Context: an optimization exercise on an open-source flow, tuned for small area and a short achievable clock period. The choices shown serve that exercise and are no tape-out recipe. Where RTL was checked, it was by simulation tests only, not by an equivalence proof against the original.

==> run G <==
// iir_DF1_Biquad
module iir_DF1_Biquad (
  input clk,
  input rst,
  input signed [15:0] din,
  output signed [15:0] dout
);
clock: 11.0 ns
lec_check: 0
cap_margin: 20
core_margin: 2
core_utilization: 60
cts_buf_list: sky130_fd_sc_hd__clkbuf_8
place_density: 0.8
slew_margin: 20
synth_hierarchical: 1
synth_minimum_keep_size: 0
standard.sh (not shown) runs the stock make flow with config.mk's settings and CLKGATE_MAP_FILE= SYNTH_SCRIPT=/design/flow/synth_recipe.tcl, a recipe that flattens the netlist after the stock synthesis.
==> flow/flow/run.sh <==
#!/bin/bash
# The standard layout (the standard.sh, standard synthesis unchanged) with a few
# settings changed: clock tree synthesis inserts no dummy loads, the port buffers are
# buf_2 cells instead of the default delay buffers, and timing repair aims for a
# setup slack of 7.2 ns rather than 0.
set -euo pipefail
export CTS_ARGS="-sink_clustering_enable -repair_clock_nets -buf_list sky130_fd_sc_hd__clkbuf_8 -dont_use_dummy_load"
export BUFFER_PORTS_ARGS="-buffer_cell sky130_fd_sc_hd__buf_2"
export SETUP_SLACK_MARGIN=7.2
bash standard.sh > standard.log 2>&1
==> inputs of run D, as changes to run G <==
==> flow/run.sh (new file) <==
#!/bin/bash
# synth_recipe.tcl (not shown) runs the flow's synth.tcl, then flattens the netlist and writes it again
# the make line also repeats each setting of config.mk as NAME=value (left out here)
make -C /OpenROAD-flow-scripts/flow DESIGN_CONFIG=/design/flow/config.mk WORK_HOME=/design/flow/orfs CLKGATE_MAP_FILE= SYNTH_SCRIPT=/design/flow/synth_recipe.tcl finish
removed: flow/flow/run.sh
removed: flow/standard.sh
==> inputs of run K, as changes to run G <==
--- a/flow/flow/run.sh
+++ b/flow/flow/run.sh
@@ -4,3 +4,3 @@
 # buf_2 cells instead of the default delay buffers, and timing repair aims for a
-# setup slack of 7.2 ns rather than 0.
+# setup slack of 6.85 ns rather than 0.
 set -euo pipefail
@@ -8,3 +8,3 @@
 export BUFFER_PORTS_ARGS="-buffer_cell sky130_fd_sc_hd__buf_2"
-export SETUP_SLACK_MARGIN=7.2
+export SETUP_SLACK_MARGIN=6.85
 bash standard.sh > standard.log 2>&1
==> notes <==
In synthesized cell count, run D and run G do not differ.
In run G the non-clock buffer count is higher than in run D, by 18.
In die area, run K and run G do not differ.
Core utilization, highest first: run G, run D, run K.
Global-route usage: run K is higher than run D (0.14 points).
Of run G and run D, run G has the higher register-to-register slack (gap 0.28 ns).
Final cell count is the same in run K and run D.
Between run D and run K, the lower hold slack is in run K (gap 0.019 ns).
Maximum frequency: run K > run G > run D.
In run D the clock-buffer cell count is higher than in run K, by 1.

* * *

==> inputs of job 7062 <==
iir_DF1_Biquad, a different RTL version from the one above (not shown whole).
==> flow/design.v (excerpt) <==
module iir_DF1_Biquad (
  input clk,
  input rst,
  input signed [15:0] din,
  output signed [15:0] dout
);
export LEC_CHECK = 0
export CAP_MARGIN = 20
export CORE_MARGIN = 2
export CORE_UTILIZATION = 60
export CTS_BUF_LIST = sky130_fd_sc_hd__clkbuf_8
export PLACE_DENSITY = 0.8
export SLEW_MARGIN = 20
export SYNTH_HIERARCHICAL = 1
export SYNTH_MINIMUM_KEEP_SIZE = 0
create_clock -name core_clock -period 11.0 [get_ports {clk}]
==> flow/flow/run.sh <==
#!/bin/bash
# The standard layout (the standard.sh, standard synthesis unchanged) with a few
# settings changed: clock tree synthesis inserts no dummy loads, the port buffers are
# buf_2 cells instead of the default delay buffers, and timing repair aims for a
# setup slack of 6.7 ns rather than 0.
set -euo pipefail
export CTS_ARGS="-sink_clustering_enable -repair_clock_nets -buf_list {sky130_fd_sc_hd__clkbuf_8 sky130_fd_sc_hd__clkbuf_16} -dont_use_dummy_load"
export BUFFER_PORTS_ARGS="-buffer_cell sky130_fd_sc_hd__buf_2"
export SETUP_SLACK_MARGIN=6.7
bash standard.sh > standard.log 2>&1
==> inputs of job 8064, as changes to job 7062 <==
==> flow/flow/run.sh (replaced) <==
#!/bin/bash
# The standard layout (the standard.sh, standard synthesis unchanged) with a few
# settings changed: clock tree synthesis inserts no dummy loads, the port buffers are
# buf_2 cells instead of the default delay buffers, and timing repair aims for a
# setup slack of 7.0 ns rather than 0.
set -euo pipefail
export CTS_ARGS="-sink_clustering_enable -repair_clock_nets -buf_list sky130_fd_sc_hd__clkbuf_8 -dont_use_dummy_load"
export BUFFER_PORTS_ARGS="-buffer_cell sky130_fd_sc_hd__buf_2"
export SETUP_SLACK_MARGIN=7.0
bash standard.sh > standard.log 2>&1
==> inputs of job 4429, as changes to job 7062 <==
==> flow/flow/run.sh (replaced) <==
#!/bin/bash
# The standard layout (the standard.sh, standard synthesis unchanged) with a few
# settings changed: clock tree synthesis inserts no dummy loads, the port buffers are
# buf_2 cells instead of the default delay buffers, and timing repair aims for a
# setup slack of 6.6 ns rather than 0.
set -euo pipefail
export CTS_ARGS="-sink_clustering_enable -repair_clock_nets -buf_list sky130_fd_sc_hd__clkbuf_8 -dont_use_dummy_load"
export BUFFER_PORTS_ARGS="-buffer_cell sky130_fd_sc_hd__buf_2"
export SETUP_SLACK_MARGIN=6.6
bash standard.sh > standard.log 2>&1
==> notes <==
- First-iteration DRC count: job 4429 < job 7062 < job 8064.
- In synthesized area, job 4429 and job 7062 do not differ.
- Cell count: job 7062 is larger than job 4429 (about 1%).
- The lowest final area belongs to job 4429, the highest to job 8064.
- Core utilization, lowest first: job 4429, job 7062, job 8064.
- Between job 4429 and job 8064, the lower register-to-register slack is in job 4429 (gap 0.04 ns).
- In synthesized cell count, job 4429 and job 8064 do not differ.
- In die area, job 8064 and job 7062 do not differ.
- Via count: job 4429 < job 7062 < job 8064.
- The lowest worst setup slack belongs to job 4429, the highest to job 7062.

* * *

==> inputs of cedar <==
iir_DF1_Biquad, a different RTL version from the one above (not shown whole).
## iir_DF1_Biquad
module iir_DF1_Biquad (
  input clk,
  input rst,
  input signed [15:0] din,
  output signed [15:0] dout
);
  reg [15:0] y, xa, xb;
  reg rst_d;
  wire rst_y;
  reg [15:0] yc;   
  reg c0_0;
  reg c1_0;
  reg c2_0;
  reg c0_1;
  reg c1_1;
  reg c2_1;
  reg c0_2;
  reg c1_2;
  reg c2_2;
  reg c0_3;
  reg c1_3;
  reg c2_3;
  reg c0_4;
  reg c1_4;
  reg c2_4;
  reg c0_5;
  reg c1_5;
  reg c2_5;
  reg c0_6;
  reg c1_6;
  reg c2_6;
  reg c0_7;
  reg c1_7;
  reg c2_7;
  reg c0_8;
  reg c1_8;
  reg c2_8;
  reg c0_9;
  reg c1_9;
  reg c2_9;
  reg c0_10;
  reg c1_10;
  reg c2_10;
  reg c0_11;
  reg c1_11;
  reg c2_11;
  reg c0_12;
  reg c1_12;
  reg c2_12;
  reg c0_13;
  reg c1_13;
  reg c2_13;
  reg c0_14;
  reg c1_14;
  reg c2_14;
  reg c0_15;
  reg c1_15;
  reg c2_15;
  reg c0_16;
  reg c1_16;
  reg c2_16;
  reg c0_17;
  reg c1_17;
  reg c2_17;
  reg c0_18;
  reg c1_18;
  reg c2_18;
  reg c0_19;
  reg c1_19;
  reg c2_19;
  reg c0_20;
  reg c1_20;
  reg c2_20;
  reg c0_21;
  reg c1_21;
  reg c2_21;
  reg c0_22;
  reg c1_22;
  reg c2_22;
  reg c0_23;
  reg c1_23;
  reg c2_23;
  reg c0_24;
  reg c1_24;
  reg c2_24;
  reg c0_25;
  reg c1_25;
  reg c2_25;
  reg c0_26;
  reg c1_26;
  reg c1_27;
  reg c1_28;
  reg c0_29;
  wire hs1;
  wire hc2;
  wire s3;
  wire c4;
  wire hs5;
  wire hc6;
  wire k7;
  wire s8;
  wire c9;
  wire s10;
  wire c11;
  wire s12;
  wire c13;
  wire s14;
  wire c15;
  wire s16;
  wire c17;
  wire s18;
  wire c19;
  wire s20;
  wire c21;
  wire s22;
  wire c23;
  wire s24;
  wire c25;
  wire s26;
  wire c27;
  wire s28;
  wire c29;
  wire n30;
  wire s31;
  wire c32;
  wire s33;
  wire c34;
  wire s35;
  wire c36;
  wire s37;
  wire c38;
  wire s39;
  wire c40;
  wire hs41;
  wire hc42;
  wire k43;
  wire s44;
  wire c45;
  wire s46;
  wire c47;
  wire s48;
  wire c49;
  wire s50;
  wire c51;
  wire hs52;
  wire hc53;
  wire k54;
  wire s55;
  wire c56;
  wire s57;
  wire c58;
  wire s59;
  wire c60;
  wire s61;
  wire c62;
  wire hs63;
  wire hc64;
  wire k65;
  wire s66;
  wire c67;
  wire s68;
  wire c69;
  wire s70;
  wire c71;
  wire s72;
  wire c73;
  wire n74;
  wire s75;
  ...
clock: 11.0 ns
lec_check: 0
cap_margin: 20
core_margin: 2
core_utilization: 60
cts_buf_list: sky130_fd_sc_hd__clkbuf_8
place_density: 0.8
slew_margin: 20
synth_hierarchical: 1
synth_minimum_keep_size: 0
==> flow/flow/run.sh <==
#!/bin/bash
# The standard layout (the standard.sh, standard synthesis unchanged) with a few
# settings changed: clock tree synthesis inserts no dummy loads, the port buffers are
# buf_2 cells instead of the default delay buffers, and timing repair aims for a
# setup slack of 6.7 ns rather than 0.
set -euo pipefail
export CTS_ARGS="-sink_clustering_enable -repair_clock_nets -buf_list sky130_fd_sc_hd__clkbuf_8 -dont_use_dummy_load"
export BUFFER_PORTS_ARGS="-buffer_cell sky130_fd_sc_hd__buf_2"
export SETUP_SLACK_MARGIN=6.7
bash standard.sh > standard.log 2>&1
==> inputs of violet, as changes to cedar <==
--- a/flow/flow/run.sh
+++ b/flow/flow/run.sh
@@ -4,3 +4,3 @@
 # buf_2 cells instead of the default delay buffers, and timing repair aims for a
-# setup slack of 6.7 ns rather than 0.
+# setup slack of 7.0 ns rather than 0.
 set -euo pipefail
@@ -8,3 +8,3 @@
 export BUFFER_PORTS_ARGS="-buffer_cell sky130_fd_sc_hd__buf_2"
-export SETUP_SLACK_MARGIN=6.7
+export SETUP_SLACK_MARGIN=7.0
 bash standard.sh > standard.log 2>&1
==> inputs of nickel, as changes to cedar <==
--- a/flow/flow/run.sh
+++ b/flow/flow/run.sh
@@ -4,3 +4,3 @@
 # buf_2 cells instead of the default delay buffers, and timing repair aims for a
-# setup slack of 6.7 ns rather than 0.
+# setup slack of 6.6 ns rather than 0.
 set -euo pipefail
@@ -8,3 +8,3 @@
 export BUFFER_PORTS_ARGS="-buffer_cell sky130_fd_sc_hd__buf_2"
-export SETUP_SLACK_MARGIN=6.7
+export SETUP_SLACK_MARGIN=6.6
 bash standard.sh > standard.log 2>&1
==> comparison <==
- violet ran to the end with no violations. cedar finished with timing, DRC and antenna clean. nickel completed without violations.
- In synthesized area, violet and cedar do not differ.
- In nickel the worst hold slack is better than in cedar, by 0.0027 ns.
- Die area is the same in cedar and nickel.
- Fmax: nickel < cedar < violet.
- In synthesized cell count, cedar and nickel do not differ.
- The highest core utilization belongs to violet, the lowest to nickel.
- Clock skew: cedar > nickel > violet.
- Clock-buffer cell count is the same in violet and cedar.
==> figures <==
| item | cedar | nickel | violet |
|---|---|---|---|
| Run status | finished clean | finished clean | finished clean |
| Hold Worst Slack | 0.465 ns | 0.467 ns | 0.461 ns |
| Cell with the most instances on the worst path | fa_1 | - | a21o_1 |
| Number of vias after detailed routing | 6589 | 6630 | 7032 |
| Start point of the critical path | yc[4]$_DFF_P_ | yc[3]$_DFF_P_ | yc[2]$_DFF_P_ |
| Drt initial violations | 396 | 395 | 469 |
| Number of vias per cell | 5.38 | 5.41 | 5.61 |
| Relative max-transition margin | 44.2% | 43.5% | 46.6% |
| Register fraction of the total cell area | 22.9% | 22.8% | 22.2% |
| Wire length of the first global-routing pass | 42.8 mm | 42.8 mm | 44.1 mm |
| Met3 layer usage reported by global route | 6.74% | 6.74% | 6.80% |
| Proportion of cell area occupied by multi-input gates | 66.9% | 67.0% | 66.3% |
| Period Utilization, post-route | 37.6% | 38.6% | 37.1% |
| Worst clock skew | 0.0335 ns | 0.0323 ns | 0.0254 ns |
| Largest fanout of any net on the critical path | 14 | 14 | 7 |
| Average detailed-routed wire length per instance | 21.9 um | 21.9 um | 23.4 um |
| Max Clk Rate | 242 MHz | 235 MHz | 245 MHz |
| Vias in the first global route | 7907 | 7910 | 8108 |
| Number of cells traversed by the worst register-to-register path | 14 | 15 | 15 |
No run of this note included a check of the RTL's function; only the layout flow was run.

* * *

==> job 7451 <==
iir_DF1_Biquad, a different RTL version from the one above (not shown whole).
export LEC_CHECK = 0
export CAP_MARGIN = 20
export CORE_MARGIN = 2
export CORE_UTILIZATION = 60
export CTS_BUF_LIST = sky130_fd_sc_hd__clkbuf_8
export PLACE_DENSITY = 0.8
export SLEW_MARGIN = 20
export SYNTH_HIERARCHICAL = 1
export SYNTH_MINIMUM_KEEP_SIZE = 0
create_clock -name core_clock -period 11.0 [get_ports {clk}]
==> flow/flow/run.sh <==
#!/bin/bash
# The standard layout (the standard.sh, standard synthesis unchanged) with a few
# settings changed: clock tree synthesis inserts no dummy loads, the port buffers are
# buf_2 cells instead of the default delay buffers, and timing repair aims for a
# setup slack of 7.0 ns rather than 0.
set -euo pipefail
export CTS_ARGS="-sink_clustering_enable -repair_clock_nets -buf_list {sky130_fd_sc_hd__clkbuf_8 sky130_fd_sc_hd__clkbuf_16} -dont_use_dummy_load"
export BUFFER_PORTS_ARGS="-buffer_cell sky130_fd_sc_hd__buf_2"
export SETUP_SLACK_MARGIN=7.0
bash standard.sh > standard.log 2>&1
==> job 9842: changes against job 7451 <==
==> flow/flow/run.sh (replaced) <==
#!/bin/bash
# The standard layout (the standard.sh, standard synthesis unchanged) with a few
# settings changed: clock tree synthesis inserts no dummy loads, the port buffers are
# buf_2 cells instead of the default delay buffers, and timing repair aims for a
# setup slack of 6.9 ns rather than 0.
set -euo pipefail
export CTS_ARGS="-sink_clustering_enable -repair_clock_nets -buf_list {sky130_fd_sc_hd__clkbuf_8 sky130_fd_sc_hd__clkbuf_16} -dont_use_dummy_load"
export BUFFER_PORTS_ARGS="-buffer_cell sky130_fd_sc_hd__buf_2"
export SETUP_SLACK_MARGIN=6.9
bash standard.sh > standard.log 2>&1
- CORE_UTILIZATION: 60 -> 50
- PLACE_DENSITY: 0.8 -> 0.7
==> comparison table <==
| item | job 7451 | job 9842 |
|---|---|---|
| Starting density of the core | 0.607 | 0.514 |
| Cell area after placement | 11700 um^2 | 11800 um^2 |
| Outcome | no timing/DRC/antenna violations | no timing/DRC/antenna violations |
| Clock-pin slew on the worst setup and hold paths | 80 ps | 70 ps |
| Final Skew | 18.1 ps | 21.0 ps |
| Met1 wire length | 10.3 mm | 9.75 mm |
| Total global routing track utilization | 0.281 | 0.236 |
| Setup repair bufs after CTS | 43 | 34 |
| Area taken by multi-input logic gates | 9160 um^2 | 8870 um^2 |
| Worst r2r path cells | 13 | 9 |
| Endpoint required time on the critical path | 11220 ps | 11230 ps |
| Startpoint of the most critical hold path | xa[8] | y[15] |
| Wirelength per Cell | 24.3 um | 20.9 um |
| Worst path most repeated cell | a21o_1 | fa_1 |
| Highest attainable clock frequency | 248 MHz | 253 MHz |
| HPWL after detailed placement | 18.7 mm | 18.7 mm |
| Critical R2R Capture | y[8] | c1_10 |
| Final cycle utilization of the critical path | 0.366 | 0.360 |
| Met3 Track Usage GR | 0.0543 | 0.0516 |
| Number of search-and-repair iterations in the first detailed-routing pass | 5 | 4 |

-- afterwards: timing with drivers on the ports --
The results above use ideal ports. As a check the final layouts listed here were re-extracted and re-timed, cells and wires unchanged.
Step 1 (the two cells are an assumption about what drives the block):
set clk [get_ports {clk}]
set_driving_cell -lib_cell sky130_fd_sc_hd__clkbuf_16 $clk
set_driving_cell -lib_cell sky130_fd_sc_hd__buf_2 [delete_from_list [all_inputs] $clk]
Step 2 adds t to the input delays and takes it off the output delays; t is the mean of the earliest and latest rising clock arrival at the registers after step 1. Input paths then give back, and output paths get back, about the clock's delay inside the block.
Slacks: ideal ports / drivers / drivers and shift; pairs: ideal ports / drivers.
| run | t (ns) | setup slack, ns | latest minus earliest clock arrival (ns) | slew at the worst register clock pin (ns) | pins driven straight from the clock port |
|---|---|---|---|---|---|
| run G | 0.502 | 6.827 / 6.827 / 6.827 | 0.038 / 0.038 | 0.10 / 0.10 | 1 |
| run D | 0.491 | 6.550 / 6.550 / 6.453 | 0.024 / 0.024 | 0.10 / 0.10 | 1 |
| run K | 0.481 | 6.894 / 6.894 / 6.894 | 0.028 / 0.028 | 0.09 / 0.09 | 1 |
| job 7062 | 0.398 | 6.775 / 6.775 / 6.451 | 0.021 / 0.021 | 0.08 / 0.08 | 1 |
| job 8064 | 0.417 | 6.721 / 6.721 / 6.460 | 0.039 / 0.039 | 0.11 / 0.11 | 1 |
| job 4429 | 0.426 | 6.680 / 6.680 / 6.505 | 0.037 / 0.037 | 0.12 / 0.12 | 1 |
| cedar | 0.480 | 6.865 / 6.865 / 6.865 | 0.034 / 0.034 | 0.09 / 0.09 | 1 |
| violet | 0.484 | 6.914 / 6.914 / 6.855 | 0.026 / 0.025 | 0.09 / 0.09 | 1 |
| nickel | 0.480 | 6.749 / 6.749 / 6.749 | 0.033 / 0.034 | 0.09 / 0.09 | 1 |
| job 7451 | 0.397 | 6.973 / 6.973 / 6.897 | 0.020 / 0.019 | 0.08 / 0.08 | 1 |
| job 9842 | 0.399 | 7.040 / 7.040 / 6.995 | 0.023 / 0.022 | 0.08 / 0.08 | 1 |
After both steps every run listed still meets setup and hold. For job 7062, which loses most, drivers alone change the setup slack by 0.000 ns; drivers and shift together by -0.324 ns.
